From an optimization exercise on the open Yosys and OpenROAD flow, aimed at small area, a short achievable clock period and few clock cycles; shortcuts taken in it are not production practice. Where RTL was checked, it was by simulation tests only, not by an equivalence proof against the original. Power figures rest on the tool's default switching activity, not on a simulated workload.

==> wip/ember: inputs <==
==> flow/design.v <==
`timescale 1ns / 1ps
module reg_file(
	input         clk,
	input         we_hi,
	input         we_lo,
	input  [3:0]  wr_idx,
	input  [15:0] wr_data,
	input  [3:0]  rd_idx_a,
	input  [3:0]  rd_idx_b,
	output [15:0] rd_a,
	output [15:0] rd_b);
	reg [15:0] regs [1:15];
	assign rd_a = (rd_idx_a == 4'd0) ? 16'h0000 : regs[rd_idx_a];
	assign rd_b = (rd_idx_b == 4'd0) ? 16'h0000 : regs[rd_idx_b];
	integer i;
	always @(posedge clk)
		for (i = 1; i < 16; i = i + 1)
			if (wr_idx == i) begin
				if (we_hi) regs[i][15:8] <= wr_data[15:8];
				if (we_lo) regs[i][7:0]  <= wr_data[7:0];
			end
endmodule
`timescale 1ns / 1ps
module Core(
	input             clk,
	input             rst,                        
	input      [15:0] mem_to_core_data,           
	output     [15:0] core_to_mem_data,           
	output     [23:0] core_to_mem_address,        
	output            core_to_mem_write_enable);  
	localparam ADD  = 4'b0000;
	localparam ADDI = 4'b0001;
	localparam SUB  = 4'b0010;
	localparam LW   = 4'b0011;
	localparam SW   = 4'b0100;
	localparam LUI  = 4'b0101;
	localparam CMP  = 4'b0110;
	localparam BR   = 4'b0111;
	localparam JMP  = 4'b1000;
	localparam SLL  = 4'b1001;
	localparam SLR  = 4'b1010;
	localparam AND  = 4'b1011;
	localparam NAND = 4'b1100;
	localparam OR   = 4'b1101;
	localparam NOT  = 4'b1110;
	localparam LLI  = 4'b1111;
	wire [15:0] md = mem_to_core_data;
	reg [23:0] addr;         
	reg [23:0] save;         
	reg        dslot;        
	reg        dslot_ld;     
	reg        we;           
	reg        a_data;       
	reg        a_ld;         
	reg        nf_lo;        
	reg        nf_kill;      
	reg [3:0]  ld_dest;
	reg        ld_we;
	reg [15:0] ir;           
	reg        r_valid;      
	reg        zero, negative;
	reg [15:0] opa, opb;
	reg        e_valid;      
	reg        e_cmp;
	reg        e_sub;        
	reg [1:0]  e_sel;        
	reg [3:0]  e_tt;         
	reg        e_we_hi, e_we_lo;
	reg [3:0]  e_dest;
	wire [15:0] a_in = e_sub ? ~opa : opa;
	wire [16:0] sum  = {1'b0, opb} + {1'b0, a_in} + {16'b0, e_sub};
	wire [15:0] c_eq = ~(opa ^ opb);
	wire [15:0] c_lt = ~opa & opb;
	reg  [15:0] ge, gl;
	reg  [15:0] te, tl;
	integer lv, j;
	always @(*) begin
		te = c_eq; tl = c_lt;
		for (lv = 1; lv < 16; lv = lv * 2) begin
			ge = te; gl = tl;
			for (j = 0; j < 16; j = j + 2 * lv) begin
				gl[j] = tl[j + lv] | (te[j + lv] & tl[j]);
				ge[j] = te[j + lv] & te[j];
			end
			te = ge; tl = gl;
		end
	end
	wire eq = te[0];
	wire lt = tl[0];
	reg  [15:0] logic_r;
	integer k;
	always @(*)
		for (k = 0; k < 16; k = k + 1)
			logic_r[k] = e_tt[{opa[k], opb[k]}];
	wire [15:0] other  = ({16{e_sel == 2'd1}} & logic_r) |
	                     ({16{e_sel == 2'd2}} & (opa << opb[3:0])) |
	                     ({16{e_sel == 2'd3}} & (opa >> opb[3:0]));
	wire [15:0] result = (e_sel == 2'd0) ? sum[15:0] : other;
	wire        e_hi  = e_valid & e_we_hi;
	wire        e_lo  = e_valid & e_we_lo;
	wire        w_hi  = a_ld ? ld_we : e_hi;
	wire        w_lo  = a_ld ? ld_we : e_lo;
	wire [3:0]  w_idx = a_ld ? ld_dest : e_dest;
	wire [15:0] w_data = a_ld ? md : result;
	wire [3:0] op = ir[15:12];
	wire [3:0] ra = ir[11:8];
	wire [3:0] rb = ir[7:4];
	wire [7:0] imm = ir[7:0];
	wire [15:0] rf_a, rf_b;
	reg_file _reg_file(
		.clk(clk), .we_hi(w_hi), .we_lo(w_lo), .wr_idx(w_idx), .wr_data(w_data),
		.rd_idx_a(ra), .rd_idx_b(rb), .rd_a(rf_a), .rd_b(rf_b));
	wire ea = (e_dest == ra), eb = (e_dest == rb);
	wire la = a_ld & ld_we & (ld_dest == ra), lb = a_ld & ld_we & (ld_dest == rb);
	wire [15:0] ld_a = la ? md : rf_a;
	wire [15:0] ld_b = lb ? md : rf_b;
	wire [15:0] fwd_a = {(ea & e_hi) ? result[15:8] : ld_a[15:8],
	                     (ea & e_lo) ? result[7:0]  : ld_a[7:0]};
	wire [15:0] fwd_b = {(eb & e_hi) ? result[15:8] : ld_b[15:8],
	                     (eb & e_lo) ? result[7:0]  : ld_b[7:0]};
	reg        d_alu, d_cmp, d_sub, d_imm, d_hi, d_lo, d_desta;
	reg [1:0]  d_sel;
	reg [3:0]  d_tt;
	reg [15:0] d_immv;
	always @(*) begin
		d_alu = 1; d_cmp = 0; d_sub = 0; d_imm = 0; d_hi = 1; d_lo = 1; d_desta = 0;
		d_sel = 2'd0; d_tt = 4'b0000; d_immv = {8'h00, imm};
		case (op)
			ADD:  ;
			ADDI: begin d_imm = 1; d_desta = 1; end
			SUB:  d_sub = 1;
			CMP:  begin d_cmp = 1; d_sub = 1; d_hi = 0; d_lo = 0; end
			SLL:  begin d_imm = 1; d_sel = 2'd2; end
			SLR:  begin d_imm = 1; d_sel = 2'd3; end
			AND:  begin d_sel = 2'd1; d_tt = 4'b1000; end
			NAND: begin d_sel = 2'd1; d_tt = 4'b0111; end
			OR:   begin d_sel = 2'd1; d_tt = 4'b1110; end
			NOT:  begin d_sel = 2'd1; d_tt = 4'b0011; end
			LUI:  begin d_imm = 1; d_sel = 2'd1; d_tt = 4'b1010; d_desta = 1; d_lo = 0; d_immv = {imm, imm}; end
			LLI:  begin d_imm = 1; d_sel = 2'd1; d_tt = 4'b1010; d_desta = 1; d_hi = 0; d_immv = {imm, imm}; end
			default: begin d_alu = 0; d_hi = 0; d_lo = 0; end
		endcase
	end
	wire [3:0] d_dest = d_desta ? ra : rb;
	wire       d_dnz  = (d_dest != 4'd0);
	wire a_fs    = ~a_data;
	wire is_ins  = a_fs & ~nf_lo & ~nf_kill;
	wire is_lo   = a_fs & nf_lo;
	wire [3:0] mop = md[15:12];
	wire needs_lo = (mop == LW) | (mop == SW) | (mop == JMP) |
	                ((mop == BR) & (md[11:8] < 4'd6));
	wire z_eff = (e_valid & e_cmp) ? eq : zero;
	wire n_eff = (e_valid & e_cmp) ? lt : negative;
	reg  cond;
	always @(*)
		case (ra[2:0])
			3'd0: cond = z_eff;
			3'd1: cond = ~z_eff;
			3'd2: cond = n_eff;
			3'd3: cond = z_eff | n_eff;
			3'd4: cond = ~n_eff & ~z_eff;
			default: cond = ~n_eff | z_eff;
		endcase
	wire lo_ldst  = is_lo & ((op == LW) | (op == SW));
	wire lo_jump  = is_lo & ((op == JMP) | ((op == BR) & cond));
	always @(posedge clk) begin
		save <= addr + 24'd1;
		if (rst) begin
			addr    <= 24'h3c8c;
			dslot   <= 0;
			we      <= 0;
			a_data  <= 0;
			nf_lo   <= 0;
			nf_kill <= 1;
			r_valid <= 0;
			e_valid <= 0;
			a_ld    <= 0;
		end else begin
			if (lo_ldst | lo_jump)
				addr <= {imm, md};
			else if (dslot)
				addr <= save;
			else
				addr <= addr + 24'd1;
			dslot    <= lo_ldst;
			dslot_ld <= is_lo & (op == LW);
			we       <= is_lo & (op == SW);
			a_data   <= dslot;
			a_ld     <= dslot & dslot_ld;
			if (a_fs) begin
				nf_lo   <= is_ins & needs_lo;
				nf_kill <= lo_jump;
			end
			r_valid <= is_ins;
			e_valid <= r_valid & d_alu;
		end
		if (is_lo) begin
			ld_dest <= ra;
			ld_we   <= (ra != 4'd0);
		end
		if (is_ins)
			ir <= md;
		if (e_valid & e_cmp) begin
			zero     <= eq;
			negative <= lt;
		end
		if (r_valid)
			opa <= fwd_a;           
		opb <= d_imm ? d_immv : fwd_b;
		e_cmp   <= d_cmp;
		e_sub   <= d_sub;
		e_sel   <= d_sel;
		e_tt    <= d_tt;
		e_we_hi <= d_hi & d_dnz;
		e_we_lo <= d_lo & d_dnz;
		e_dest  <= d_dest;
	end
	assign core_to_mem_address      = addr;
	assign core_to_mem_data         = opa;
	assign core_to_mem_write_enable = we;
endmodule
==> flow/run.sh <==
#!/bin/bash
# synth_recipe.tcl (not shown) runs the flow's synth.tcl, then flattens the netlist and writes it again
# the make line also repeats each setting of config.mk as NAME=value (left out here)
make -C /OpenROAD-flow-scripts/flow DESIGN_CONFIG=/design/flow/config.mk WORK_HOME=/design/flow/orfs CLKGATE_MAP_FILE= SYNTH_SCRIPT=/design/flow/synth_recipe.tcl finish
==> flow/config.mk <==
export PLATFORM = sky130hd
export DESIGN_NAME = Core
export DESIGN_NICKNAME = Core
export VERILOG_FILES = /design/flow/design.v
export SDC_FILE = /design/flow/constraint.sdc
export NUM_CORES = 4
export LEC_CHECK = 0
export CAP_MARGIN = 20
export CORE_MARGIN = 2
export CORE_UTILIZATION = 40
export SETUP_SLACK_MARGIN = 4.6
export SLEW_MARGIN = 20
==> flow/constraint.sdc <==
create_clock -name core_clock -period 7.0 [get_ports {clk}]
set_input_delay 1.4000 -clock core_clock [delete_from_list [all_inputs] [get_ports {clk}]]
set_output_delay 1.4000 -clock core_clock [all_outputs]
set_load 0.01 [all_outputs]
==> wip/maple (differences from wip/ember) <==
--- a/flow/config.mk
+++ b/flow/config.mk
@@ -10,3 +10,3 @@
 export CORE_UTILIZATION = 40
-export SETUP_SLACK_MARGIN = 4.6
+export SETUP_SLACK_MARGIN = 4.0
 export SLEW_MARGIN = 20
==> wip/zinc (differences from wip/ember) <==
==> flow/design.v, changed modules only <==
module Core(
	input             clk,
	input             rst,                        
	input      [15:0] mem_to_core_data,           
	output     [15:0] core_to_mem_data,           
	output     [23:0] core_to_mem_address,        
	output            core_to_mem_write_enable);  
	localparam ADD  = 4'b0000;
	localparam ADDI = 4'b0001;
	localparam SUB  = 4'b0010;
	localparam LW   = 4'b0011;
	localparam SW   = 4'b0100;
	localparam LUI  = 4'b0101;
	localparam CMP  = 4'b0110;
	localparam BR   = 4'b0111;
	localparam JMP  = 4'b1000;
	localparam SLL  = 4'b1001;
	localparam SLR  = 4'b1010;
	localparam AND  = 4'b1011;
	localparam NAND = 4'b1100;
	localparam OR   = 4'b1101;
	localparam NOT  = 4'b1110;
	localparam LLI  = 4'b1111;
	wire [15:0] md = mem_to_core_data;
	reg [23:0] addr;         
	reg [23:0] save;         
	reg        dslot;        
	reg        dslot_ld;     
	reg        we;           
	reg        a_data;       
	reg        a_ld;         
	reg        nf_lo;        
	reg        nf_kill;      
	reg [3:0]  ld_dest;
	reg        ld_we;
	reg [15:0] ir;           
	reg        r_valid;      
	reg        zero, negative;
	reg [15:0] opa, opb;
	reg [15:0] sdata;        
	reg        e_cmp;        
	reg        e_kadd, e_ksub, e_klog, e_kshl, e_kshr;    
	reg [3:0]  e_tt;         
	reg        e_we_hi, e_we_lo;
	reg [3:0]  e_dest;
	wire [15:0] sum_add;
	wire [16:0] sum_sub;
	add16 _add(.a(opa),  .b(opb), .cin(1'b0), .s(sum_add), .cout());
	add16 _sub(.a(~opa), .b(opb), .cin(1'b1), .s(sum_sub[15:0]), .cout(sum_sub[16]));
	wire eq = (opa == opb);
	wire lt = sum_sub[16] & ~eq;    
	reg  [15:0] logic_r;
	integer k;
	always @(*)
		for (k = 0; k < 16; k = k + 1)
			logic_r[k] = e_tt[{opa[k], opb[k]}];
	wire [15:0] other  = ({16{e_klog}} & logic_r) |
	                     ({16{e_kshl}} & (opa << opb[3:0])) |
	                     ({16{e_kshr}} & (opa >> opb[3:0]));
	wire [15:0] result = ({16{e_kadd}} & sum_add) | ({16{e_ksub}} & sum_sub[15:0]) | other;
	wire        e_hi  = e_we_hi;
	wire        e_lo  = e_we_lo;
	wire        w_hi  = a_ld ? ld_we : e_hi;
	wire        w_lo  = a_ld ? ld_we : e_lo;
	wire [3:0]  w_idx = a_ld ? ld_dest : e_dest;
	wire [15:0] w_data = ({16{a_ld}} & md) | result;    
	wire [3:0] op = ir[15:12];
	wire [3:0] ra = ir[11:8];
	wire [3:0] rb = ir[7:4];
	wire [7:0] imm = ir[7:0];
	wire [15:0] rf_a, rf_b;
	reg_file _reg_file(
		.clk(clk), .we_hi(w_hi), .we_lo(w_lo), .wr_idx(w_idx), .wr_data(w_data),
		.rd_idx_a(ra), .rd_idx_b(rb), .rd_a(rf_a), .rd_b(rf_b));
	reg        d_alu, d_cmp, d_sub, d_imm, d_hi, d_lo, d_desta;
	reg [1:0]  d_sel;
	reg [3:0]  d_tt;
	reg [15:0] d_immv;
	always @(*) begin
		d_alu = 1; d_cmp = 0; d_sub = 0; d_imm = 0; d_hi = 1; d_lo = 1; d_desta = 0;
		d_sel = 2'd0; d_tt = 4'b0000; d_immv = {8'h00, imm};
		case (op)
			ADD:  ;
			ADDI: begin d_imm = 1; d_desta = 1; end
			SUB:  d_sub = 1;
			CMP:  begin d_cmp = 1; d_sub = 1; d_hi = 0; d_lo = 0; end
			SLL:  begin d_imm = 1; d_sel = 2'd2; end
			SLR:  begin d_imm = 1; d_sel = 2'd3; end
			AND:  begin d_sel = 2'd1; d_tt = 4'b1000; end
			NAND: begin d_sel = 2'd1; d_tt = 4'b0111; end
			OR:   begin d_sel = 2'd1; d_tt = 4'b1110; end
			NOT:  begin d_sel = 2'd1; d_tt = 4'b0011; end
			LUI:  begin d_imm = 1; d_sel = 2'd1; d_tt = 4'b1010; d_desta = 1; d_lo = 0; d_immv = {imm, imm}; end
			LLI:  begin d_imm = 1; d_sel = 2'd1; d_tt = 4'b1010; d_desta = 1; d_hi = 0; d_immv = {imm, imm}; end
			default: begin d_alu = 0; d_hi = 0; d_lo = 0; end
		endcase
	end
	wire [3:0] d_dest = d_desta ? ra : rb;
	wire       d_dnz  = (d_dest != 4'd0);
	wire ea = (e_dest == ra), eb = (e_dest == rb) & ~d_imm;
	wire la = a_ld & ld_we & (ld_dest == ra), lb = a_ld & ld_we & (ld_dest == rb);
	wire [15:0] ld_a = la ? md : rf_a;
	wire [15:0] ld_b = d_imm ? d_immv : lb ? md : rf_b;
	wire [15:0] fwd_a = {(ea & e_hi) ? result[15:8] : ld_a[15:8],
	                     (ea & e_lo) ? result[7:0]  : ld_a[7:0]};
	wire [15:0] fwd_b = {(eb & e_hi) ? result[15:8] : ld_b[15:8],
	                     (eb & e_lo) ? result[7:0]  : ld_b[7:0]};
	wire a_fs    = ~a_data;
	wire kill    = nf_kill | b_hit;
	wire is_ins  = a_fs & ~kill & ~nf_lo;
	wire is_lo   = a_fs & ~kill & nf_lo;
	wire [3:0] mop = md[15:12];
	wire needs_lo = (mop == LW) | (mop == SW) | (mop == JMP) |
	                ((mop == BR) & (md[11:8] < 4'd6));
	reg  cond;
	always @(*)
		case (ra[2:0])
			3'd0: cond = zero;
			3'd1: cond = ~zero;
			3'd2: cond = negative;
			3'd3: cond = zero | negative;
			3'd4: cond = ~negative & ~zero;
			default: cond = ~negative | zero;
		endcase
	reg  bpend;              
	wire b_adj    = e_cmp;
	wire lo_ldst  = is_lo & ((op == LW) | (op == SW));
	wire lo_jump  = is_lo & ((op == JMP) | ((op == BR) & (b_adj | cond)));
	wire b_pred   = is_lo & (op == BR) & b_adj;
	wire b_miss   = bpend & ~cond;       
	wire b_hit    = bpend & cond;        
	always @(posedge clk) begin
		save <= addr + 24'd1;
		if (rst) begin
			addr    <= 24'h3c8c;
			dslot   <= 0;
			we      <= 0;
			a_data  <= 0;
			nf_lo   <= 0;
			nf_kill <= 1;
			r_valid <= 0;
			a_ld    <= 0;
			bpend   <= 0;
		end else begin
			if (lo_ldst | lo_jump)
				addr <= {imm, md};
			else if (dslot | b_miss)
				addr <= save;
			else
				addr <= addr + 24'd1;
			dslot    <= lo_ldst;
			dslot_ld <= is_lo & (op == LW);
			we       <= is_lo & (op == SW);
			a_data   <= dslot;
			a_ld     <= dslot & dslot_ld;
			if (a_fs) begin
				if (~kill)
					nf_lo <= is_ins & needs_lo;
				nf_kill <= (lo_jump & ~b_pred) | b_miss;
			end
			bpend <= b_pred;
			r_valid <= is_ins;
		end
		if (is_lo) begin
			ld_dest <= ra;
			ld_we   <= (ra != 4'd0);
		end
		if (is_ins)
			ir <= md;
		if (e_cmp) begin
			zero     <= eq;
			negative <= lt;
		end
		opa <= fwd_a;
		if (r_valid & (op == SW))
			sdata <= fwd_a;
		opb <= fwd_b;
		e_tt    <= d_tt;
		if (rst) begin
			e_cmp   <= 0;
			e_kadd  <= 0;
			e_ksub  <= 0;
			e_klog  <= 0;
			e_kshl  <= 0;
			e_kshr  <= 0;
			e_we_hi <= 0;
			e_we_lo <= 0;
		end else begin
			e_cmp   <= r_valid & d_cmp;
			e_kadd  <= r_valid & d_alu & (d_sel == 2'd0) & ~d_sub;
			e_ksub  <= r_valid & d_alu & (d_sel == 2'd0) & d_sub & ~d_cmp;
			e_klog  <= r_valid & d_alu & (d_sel == 2'd1);
			e_kshl  <= r_valid & d_alu & (d_sel == 2'd2);
			e_kshr  <= r_valid & d_alu & (d_sel == 2'd3);
			e_we_hi <= r_valid & d_hi & d_dnz;
			e_we_lo <= r_valid & d_lo & d_dnz;
		end
		e_dest  <= d_dest;
	end
	assign core_to_mem_address      = addr;
	assign core_to_mem_data         = sdata;
	assign core_to_mem_write_enable = we;
endmodule
module add16(
	input  [15:0] a,
	input  [15:0] b,
	input         cin,
	output [15:0] s,
	output        cout);
	wire [15:0] p = a ^ b;
	wire [15:0] g0 = a & b;
	wire [15:0] g = {g0[15:1], g0[0] | (p[0] & cin)};
	wire [15:0] G1, P1, G2, P2, G3, P3, G4, P4;
	genvar i;
	generate
		for (i = 0; i < 16; i = i + 1) begin : pf
			if (i & 1) begin
				assign G1[i] = g[i] | (p[i] & g[i - 1]);
				assign P1[i] = p[i] & p[i - 1];
			end else begin
				assign G1[i] = g[i];
				assign P1[i] = p[i];
			end
			if (i & 2) begin
				assign G2[i] = G1[i] | (P1[i] & G1[(i & ~3) + 1]);
				assign P2[i] = P1[i] & P1[(i & ~3) + 1];
			end else begin
				assign G2[i] = G1[i];
				assign P2[i] = P1[i];
			end
			if (i & 4) begin
				assign G3[i] = G2[i] | (P2[i] & G2[(i & ~7) + 3]);
				assign P3[i] = P2[i] & P2[(i & ~7) + 3];
			end else begin
				assign G3[i] = G2[i];
				assign P3[i] = P2[i];
			end
			if (i & 8) begin
				assign G4[i] = G3[i] | (P3[i] & G3[(i & ~15) + 7]);
				assign P4[i] = P3[i] & P3[(i & ~15) + 7];
			end else begin
				assign G4[i] = G3[i];
				assign P4[i] = P3[i];
			end
		end
	endgenerate
	assign s = p ^ {G4[14:0], cin};
	assign cout = G4[15];
endmodule
==> flow/flow/run.sh (new file) <==
#!/bin/bash
# The standard layout (standard.sh: same synthesis script, registers and
# steps), with two changes to how cells are picked:
#  - ADDER_MAP_FILE is empty, so synthesis leaves adders to abc as plain logic
#    instead of fixed full/half adder cells;
#  - the input and output port buffers are buf_4 cells instead of the delay
#    buffers (clkdlybuf4s50_1) that buffer_ports picks by default.
# ORFS writes each step's full log under orfs/logs; make's output goes to
# standard.log.
set -euo pipefail
export ADDER_MAP_FILE=
export BUFFER_PORTS_ARGS="-buffer_cell sky130_fd_sc_hd__buf_4"
bash standard.sh > standard.log 2>&1
==> flow/standard.sh (new file) <==
#!/bin/bash
# synth_recipe.tcl (not shown) runs the flow's synth.tcl, then flattens the netlist and writes it again
# the make line also repeats each setting of config.mk as NAME=value (left out here)
make -C /OpenROAD-flow-scripts/flow DESIGN_CONFIG=/design/flow/config.mk WORK_HOME=/design/flow/orfs CLKGATE_MAP_FILE= SYNTH_SCRIPT=/design/flow/synth_recipe.tcl "${@:-finish}"
--- a/flow/config.mk
+++ b/flow/config.mk
@@ -10,3 +10,3 @@
 export CORE_UTILIZATION = 40
-export SETUP_SLACK_MARGIN = 4.6
+export SETUP_SLACK_MARGIN = 4.0
 export SLEW_MARGIN = 20
removed: flow/run.sh
==> wip/indigo (differences from wip/ember) <==
==> flow/design.v, changed modules only <==
module Core(
	input             clk,
	input             rst,                        
	input      [15:0] mem_to_core_data,           
	output     [15:0] core_to_mem_data,           
	output     [23:0] core_to_mem_address,        
	output            core_to_mem_write_enable);  
	localparam ADD  = 4'b0000;
	localparam ADDI = 4'b0001;
	localparam SUB  = 4'b0010;
	localparam LW   = 4'b0011;
	localparam SW   = 4'b0100;
	localparam LUI  = 4'b0101;
	localparam CMP  = 4'b0110;
	localparam BR   = 4'b0111;
	localparam JMP  = 4'b1000;
	localparam SLL  = 4'b1001;
	localparam SLR  = 4'b1010;
	localparam AND  = 4'b1011;
	localparam NAND = 4'b1100;
	localparam OR   = 4'b1101;
	localparam NOT  = 4'b1110;
	localparam LLI  = 4'b1111;
	wire [15:0] md = mem_to_core_data;
	reg [23:0] addr;         
	reg [23:0] save;         
	reg        dslot;        
	reg        dslot_ld;     
	reg        we;           
	reg        a_data;       
	reg        a_ld;         
	reg        nf_lo;        
	reg        nf_kill;      
	reg [3:0]  ld_dest;
	reg        ld_we;
	reg [15:0] ir;           
	reg        r_valid;      
	reg        zero, negative;
	reg [15:0] opa, opb;
	reg        e_valid;      
	reg        e_cmp;
	reg        e_sub;        
	reg [1:0]  e_sel;        
	reg [3:0]  e_tt;         
	reg        e_we_hi, e_we_lo;
	reg [3:0]  e_dest;
	wire [15:0] a_in = e_sub ? ~opa : opa;
	wire [16:0] sum  = {1'b0, opb} + {1'b0, a_in} + {16'b0, e_sub};
	wire        eq   = (opa == opb);
	wire        lt   = sum[16] & ~eq;    
	reg  [15:0] logic_r;
	integer k;
	always @(*)
		for (k = 0; k < 16; k = k + 1)
			logic_r[k] = e_tt[{opa[k], opb[k]}];
	reg [15:0] result;
	always @(*)
		case (e_sel)
			2'd0: result = sum[15:0];
			2'd1: result = logic_r;
			2'd2: result = opa << opb[3:0];
			default: result = opa >> opb[3:0];
		endcase
	wire        w_hi  = a_ld ? ld_we : (e_valid & e_we_hi);
	wire        w_lo  = a_ld ? ld_we : (e_valid & e_we_lo);
	wire [3:0]  w_idx = a_ld ? ld_dest : e_dest;
	wire [15:0] w_data = a_ld ? md : result;
	wire [3:0] op = ir[15:12];
	wire [3:0] ra = ir[11:8];
	wire [3:0] rb = ir[7:4];
	wire [7:0] imm = ir[7:0];
	wire [15:0] rf_a, rf_b;
	reg_file _reg_file(
		.clk(clk), .we_hi(w_hi), .we_lo(w_lo), .wr_idx(w_idx), .wr_data(w_data),
		.rd_idx_a(ra), .rd_idx_b(rb), .rd_a(rf_a), .rd_b(rf_b));
	wire hit_a = (w_idx == ra);
	wire hit_b = (w_idx == rb);
	wire [15:0] fwd_a = {(hit_a & w_hi) ? w_data[15:8] : rf_a[15:8],
	                     (hit_a & w_lo) ? w_data[7:0]  : rf_a[7:0]};
	wire [15:0] fwd_b = {(hit_b & w_hi) ? w_data[15:8] : rf_b[15:8],
	                     (hit_b & w_lo) ? w_data[7:0]  : rf_b[7:0]};
	reg        d_alu, d_cmp, d_sub, d_imm, d_hi, d_lo, d_desta;
	reg [1:0]  d_sel;
	reg [3:0]  d_tt;
	reg [15:0] d_immv;
	always @(*) begin
		d_alu = 1; d_cmp = 0; d_sub = 0; d_imm = 0; d_hi = 1; d_lo = 1; d_desta = 0;
		d_sel = 2'd0; d_tt = 4'b0000; d_immv = {8'h00, imm};
		case (op)
			ADD:  ;
			ADDI: begin d_imm = 1; d_desta = 1; end
			SUB:  d_sub = 1;
			CMP:  begin d_cmp = 1; d_sub = 1; d_hi = 0; d_lo = 0; end
			SLL:  begin d_imm = 1; d_sel = 2'd2; end
			SLR:  begin d_imm = 1; d_sel = 2'd3; end
			AND:  begin d_sel = 2'd1; d_tt = 4'b1000; end
			NAND: begin d_sel = 2'd1; d_tt = 4'b0111; end
			OR:   begin d_sel = 2'd1; d_tt = 4'b1110; end
			NOT:  begin d_sel = 2'd1; d_tt = 4'b0011; end
			LUI:  begin d_imm = 1; d_sel = 2'd1; d_tt = 4'b1010; d_desta = 1; d_lo = 0; d_immv = {imm, imm}; end
			LLI:  begin d_imm = 1; d_sel = 2'd1; d_tt = 4'b1010; d_desta = 1; d_hi = 0; d_immv = {imm, imm}; end
			default: begin d_alu = 0; d_hi = 0; d_lo = 0; end
		endcase
	end
	wire [3:0] d_dest = d_desta ? ra : rb;
	wire       d_dnz  = (d_dest != 4'd0);
	wire a_fs    = ~a_data;
	wire is_ins  = a_fs & ~nf_lo & ~nf_kill;
	wire is_lo   = a_fs & nf_lo;
	wire [3:0] mop = md[15:12];
	wire needs_lo = (mop == LW) | (mop == SW) | (mop == JMP) |
	                ((mop == BR) & (md[11:8] < 4'd6));
	wire z_eff = (e_valid & e_cmp) ? eq : zero;
	wire n_eff = (e_valid & e_cmp) ? lt : negative;
	reg  cond;
	always @(*)
		case (ra[2:0])
			3'd0: cond = z_eff;
			3'd1: cond = ~z_eff;
			3'd2: cond = n_eff;
			3'd3: cond = z_eff | n_eff;
			3'd4: cond = ~n_eff & ~z_eff;
			default: cond = ~n_eff | z_eff;
		endcase
	wire lo_ldst  = is_lo & ((op == LW) | (op == SW));
	wire lo_jump  = is_lo & ((op == JMP) | ((op == BR) & cond));
	always @(posedge clk) begin
		save <= addr + 24'd1;
		if (rst) begin
			addr    <= 24'h3c8c;
			dslot   <= 0;
			we      <= 0;
			a_data  <= 0;
			nf_lo   <= 0;
			nf_kill <= 1;
			r_valid <= 0;
			e_valid <= 0;
			a_ld    <= 0;
		end else begin
			if (dslot)
				addr <= save;
			else if (lo_ldst | lo_jump)
				addr <= {imm, md};
			else
				addr <= addr + 24'd1;
			dslot    <= lo_ldst;
			dslot_ld <= is_lo & (op == LW);
			we       <= is_lo & (op == SW);
			a_data   <= dslot;
			a_ld     <= dslot & dslot_ld;
			if (a_fs) begin
				nf_lo   <= is_ins & needs_lo;
				nf_kill <= lo_jump;
			end
			r_valid <= is_ins;
			e_valid <= r_valid & d_alu;
		end
		if (is_lo) begin
			ld_dest <= ra;
			ld_we   <= (ra != 4'd0);
		end
		if (is_ins)
			ir <= md;
		if (e_valid & e_cmp) begin
			zero     <= eq;
			negative <= lt;
		end
		if (r_valid)
			opa <= fwd_a;           
		opb <= d_imm ? d_immv : fwd_b;
		e_cmp   <= d_cmp;
		e_sub   <= d_sub;
		e_sel   <= d_sel;
		e_tt    <= d_tt;
		e_we_hi <= d_hi & d_dnz;
		e_we_lo <= d_lo & d_dnz;
		e_dest  <= d_dest;
	end
	assign core_to_mem_address      = addr;
	assign core_to_mem_data         = opa;
	assign core_to_mem_write_enable = we;
endmodule
--- a/flow/config.mk
+++ b/flow/config.mk
@@ -7,2 +7,3 @@
 export LEC_CHECK = 0
+export ABC_AREA = 1
 export CAP_MARGIN = 20
@@ -10,3 +11,3 @@
 export CORE_UTILIZATION = 40
-export SETUP_SLACK_MARGIN = 4.6
+export SETUP_SLACK_MARGIN = 3.5
 export SLEW_MARGIN = 20
==> summary of the runs <==
- The highest clock-buffer cell count belongs to wip/indigo, the lowest to wip/ember.
- In wip/ember the combinational power is higher than in wip/zinc, by 32%.
- The highest via count belongs to wip/ember, the lowest to wip/maple.
- The lowest sequential share of layout area belongs to wip/ember, the highest to wip/indigo.
- Maximum frequency: wip/indigo < wip/ember < wip/maple < wip/zinc.
- In wip/indigo the synthesized cell count is larger than in wip/zinc, by about 20%.
- The lowest utilization belongs to wip/indigo, the highest to wip/ember.
- Clock skew: wip/indigo > wip/ember > wip/maple > wip/zinc.
==> figures <==
| metric | wip/ember | wip/indigo | wip/zinc | wip/maple |
|---|---|---|---|---|
| Status | finished clean | finished clean | finished clean | finished clean |
| Antenna violations before repair | 5 | 2 | 1 | 1 |
| Dpl cells | 2304 | 2809 | 2469 | 2316 |
| Startpoint of the worst-slack reg-to-reg timing path | opa[7] | a_ld | opb[0] | opa[8] |
| Number of tapcells | 615 | 607 | 672 | 615 |
| Number of flops mapped to enable cells by yosys | 278 | 278 | 280 | 278 |
| Placement-stage worst setup slack | 3170 ps | 3140 ps | 2790 ps | 3070 ps |
| CP max FO | 5 | 24 | 15 | 10 |
| Critical path destination | addr[23] | _reg_file.regs[6][13] | _reg_file.regs[15][13] | core_to_mem_data[9] |
| Number of sequential storage elements | 366 | 366 | 384 | 366 |
| Final WS setup | 3600 ps | 3460 ps | 3890 ps | 3810 ps |
| Vias per cell | 6.76 | 5.88 | 6.63 | 6.79 |
| Routability congestion estimate from global placement | 0.919 | 1.03 | 0.974 | 0.885 |
| Inverter count of the layout excluding clock inverters | 39 | 323 | 37 | 38 |
| Clock latency on the worst-skew pair | 600 ps | 590 ps | 580 ps | 580 ps |
| Total internal power | 4.56 mW | 3.97 mW | 4.37 mW | 4.42 mW |
| Net switching power | 2.00 mW | 1.80 mW | 1.85 mW | 1.89 mW |
| Routed length per instance | 30.0 µm | 23.9 µm | 28.5 µm | 30.3 µm |
Testbench counts of wip/zinc, summed over its fixed seeds: cycles 53,178.
Testbench counts of wip/indigo, summed over its fixed seeds: cycles 52,730.
The RTL of wip/ember and wip/maple was laid out without a check of its function.

==> static timing again, ports no longer ideal <==
No port has a modelled driver above. Below, the same layouts with a new extraction and two added sets of constraints. Step 1, drivers: a clkbuf_16 drives clk and a buf_2 each remaining input, both assumed. Step 2 times the ports against the registers' clock, not the clock port: input delays grow and output delays shrink by t, the midpoint of the rising clock arrivals with the driver on. Slacks: no drivers / after step 1 / after step 2; pairs: no drivers / after step 1.
| run | t, ns | setup slack, ns | worst setup path at the end | worst register clock-pin slew, ns | worst data-port slew with drivers (ns) |
|---|---|---|---|---|---|
| wip/ember | 0.634 | 3.599 / 3.599 / 3.599 | register to register | 0.07 / 0.07 | 0.05 |
| wip/maple | 0.613 | 3.807 / 3.752 / 3.699 | input to register | 0.07 / 0.07 | 0.04 |
| wip/zinc | 0.623 | 3.894 / 3.894 / 3.696 | input to register | 0.07 / 0.07 | 0.06 |
| wip/indigo | 0.627 | 3.458 / 3.458 / 3.458 | register to register | 0.07 / 0.07 | 0.04 |
After both steps setup and hold are still met in every run listed. For wip/zinc, which loses most, drivers alone change the setup slack by 0.000 ns; drivers and shift together by -0.198 ns.
